Background: an optimization exercise with open tools, aiming at small area and a short achievable clock period. Do not read the settings as production practice. The RTL was checked by simulation tests, not by an equivalence proof against the original design. Power is estimated from default activity; no workload was simulated.

== run M ==
Design TPU_optimized, start of the top module:
module TPU_optimized #(
    parameter DEPTH     = 4,
    parameter BIT_WIDTH = 8,
    parameter ACC_WIDTH = 24
)
(
    input clk,
    input control,
    input [(BIT_WIDTH*DEPTH)-1:0] data_arr,
    input [(BIT_WIDTH*DEPTH)-1:0] wt_arr,
    output [(ACC_WIDTH*DEPTH)-1:0] acc_out
);
clock: 7.5 ns
lec_check: 0
cap_margin: 20
core_margin: 2
core_utilization: 40
cts_cluster_diameter: 80
cts_cluster_size: 24
place_density: 0.72
setup_slack_margin: 4.1
slew_margin: 20
standard.sh (not shown) runs the stock make flow with config.mk's settings and CLKGATE_MAP_FILE= SYNTH_SCRIPT=/design/flow/synth_recipe.tcl, a recipe that flattens the netlist after the stock synthesis.
==> flow/flow/run.sh <==
#!/bin/bash
# Layout flow: the standard ORFS flow (standard.sh, unchanged synthesis), with
# the port buffers that placement inserts on every input and output made
# sky130_fd_sc_hd__buf_4 instead of the resizer's default delay-buffer choice.
# Each tool's full output stays in orfs/logs/; make's own output goes to
# flow_make.log in the work folder.
set -euo pipefail
export BUFFER_PORTS_ARGS="-buffer_cell sky130_fd_sc_hd__buf_4"
bash standard.sh > flow_make.log 2>&1
Run M went all the way through the flow, and no timing, DRC or antenna check failed.
[inputs] run R vs run M
Settings: putting TNS_END_PERCENT at 5 where nothing was set; clearing PLACE_DENSITY, which used to be 0.72.
Findings:
- Run comparison: run R critical path endpoint p3_1_1[8]; run M critical path endpoint s2_3_1[9]
- Count of vias placed by the detailed router on run R is down relative to run M.
- The estimated power of run R ends up lower than the estimate for run M.
- Diff run M -> run R: routed wire length on met2 picked up an extra 980 um; number of global-route vias before repair lost 348.

---

TPU_optimized again, from the RTL that the note above started with.
export LEC_CHECK = 0
export CAP_MARGIN = 20
export CORE_MARGIN = 2
export CORE_UTILIZATION = 40
export CTS_BUF_LIST = sky130_fd_sc_hd__clkbuf_4 sky130_fd_sc_hd__clkbuf_8
export SETUP_SLACK_MARGIN = 3.9
export SLEW_MARGIN = 20
create_clock -name core_clock -period 7.5 [get_ports {clk}]
run.sh (not shown) runs the stock make flow with config.mk's settings and CLKGATE_MAP_FILE= SYNTH_SCRIPT=/design/flow/synth_recipe.tcl, a recipe that flattens the netlist after the stock synthesis.
Stock flow here: none of the scripts above is used.
The first run completed with no timing, DRC or antenna violations.
Rerun with:
==> flow/flow/run.sh (new file) <==
#!/bin/bash
# Layout flow: the standard ORFS flow (standard.sh, unchanged synthesis), with
# the port buffers that placement inserts on every input and output made
# sky130_fd_sc_hd__buf_4 instead of the resizer's default delay-buffer choice.
# Each tool's full output stays in orfs/logs/; make's own output goes to
# flow_make.log in the work folder.
set -euo pipefail
export BUFFER_PORTS_ARGS="-buffer_cell sky130_fd_sc_hd__buf_4"
bash standard.sh > flow_make.log 2>&1
==> flow/standard.sh (new file) <==
#!/bin/bash
# synth_recipe.tcl (not shown) runs the flow's synth.tcl, then flattens the netlist and writes it again
# the make line also repeats each setting of config.mk as NAME=value (left out here)
make -C /OpenROAD-flow-scripts/flow DESIGN_CONFIG=/design/flow/config.mk WORK_HOME=/design/flow/orfs CLKGATE_MAP_FILE= SYNTH_SCRIPT=/design/flow/synth_recipe.tcl "${@:-finish}"
--- a/flow/config.mk
+++ b/flow/config.mk
@@ -11,2 +11 @@
-export CTS_BUF_LIST = sky130_fd_sc_hd__clkbuf_4 sky130_fd_sc_hd__clkbuf_8
-export SETUP_SLACK_MARGIN = 3.9
+export SETUP_SLACK_MARGIN = 4.1
removed: flow/run.sh
Effect: Maximum frequency increases by about 6%; die area stays the same; critical path depth came out lower by 2; clock skew decreases by 11 ps; synthesized cell count is unchanged; design area drops by about 0.9%; clock power hardly moves; utilization came out lower by 0.43 points; setup slack improved by 210 ps; non-clock buffer count shrinks by 5; power stays flat.
Rerun with:
--- a/flow/config.mk
+++ b/flow/config.mk
@@ -10,0 +11,2 @@
+export CTS_CLUSTER_DIAMETER = 100
+export CTS_CLUSTER_SIZE = 30
What happened: Routed wire length drops by about 1.2%. Sequential share of layout area went up by 0.98 points. Cell count decreases by 1.6%. Flip-flop and latch count does not change. Power went down by 11%. Maximum frequency barely changes. Worst setup slack is better by 6.3 ps. Via count came out lower by 1.2%. Synthesized cell count is unchanged.
Rerun with:
--- a/flow/config.mk
+++ b/flow/config.mk
@@ -11,2 +11,2 @@
-export CTS_CLUSTER_DIAMETER = 100
-export CTS_CLUSTER_SIZE = 30
+export CTS_CLUSTER_DIAMETER = 80
+export CTS_CLUSTER_SIZE = 24
Effect: Area after synthesis is unchanged. Non-clock buffer count came out higher by 1. Worst hold slack is about the same. Register-to-register slack stays flat. Synthesized cell count does not change. Clock skew stays flat. Sequential share of layout area came out lower by 0.28 points. Total power came out higher by 3.4%. Die area stays the same. Core utilization came out higher by 0.43 points. Maximum frequency stays flat.

-- static timing again, ports no longer ideal --
How much do the figures lean on ideal ports? The routed layouts below were timed once more, with nothing changed but the port constraints.
Step 1 (the two cells are an assumption about what drives the block):
set clk [get_ports {clk}]
set_driving_cell -lib_cell sky130_fd_sc_hd__clkbuf_16 $clk
set_driving_cell -lib_cell sky130_fd_sc_hd__buf_2 [delete_from_list [all_inputs] $clk]
Step 2 moves the port delays by t, midway between the first and last clock arrival at a register: inputs arrive t later, outputs are due t later. That takes back most of the time a late clock gives input paths.
Three values: no drivers, after step 1, after step 2; two values: the first two.
| run | shift t [ns] | setup slack, ns | slew at the worst register clock pin (ns) |
|---|---|---|---|
| run M | 0.685 | 4.127 / 4.127 / 3.473 | 0.10 / 0.10 |
| run R | 0.702 | 4.057 / 4.076 / 3.374 | 0.10 / 0.10 |
| the first run of note 2 | 0.811 | 3.953 / 3.981 / 3.169 | 0.07 / 0.07 |
| the second run of note 2 | 0.694 | 4.164 / 4.164 / 3.472 | 0.06 / 0.06 |
| the third run of note 2 | 0.715 | 4.170 / 4.181 / 3.467 | 0.12 / 0.12 |
| the fourth run of note 2 | 0.680 | 4.174 / 4.159 / 3.479 | 0.10 / 0.10 |
After both steps every run listed still meets setup and hold. The setup slack of the first run of note 2, which loses most, moves by +0.028 ns with the drivers and by -0.784 ns with both steps.
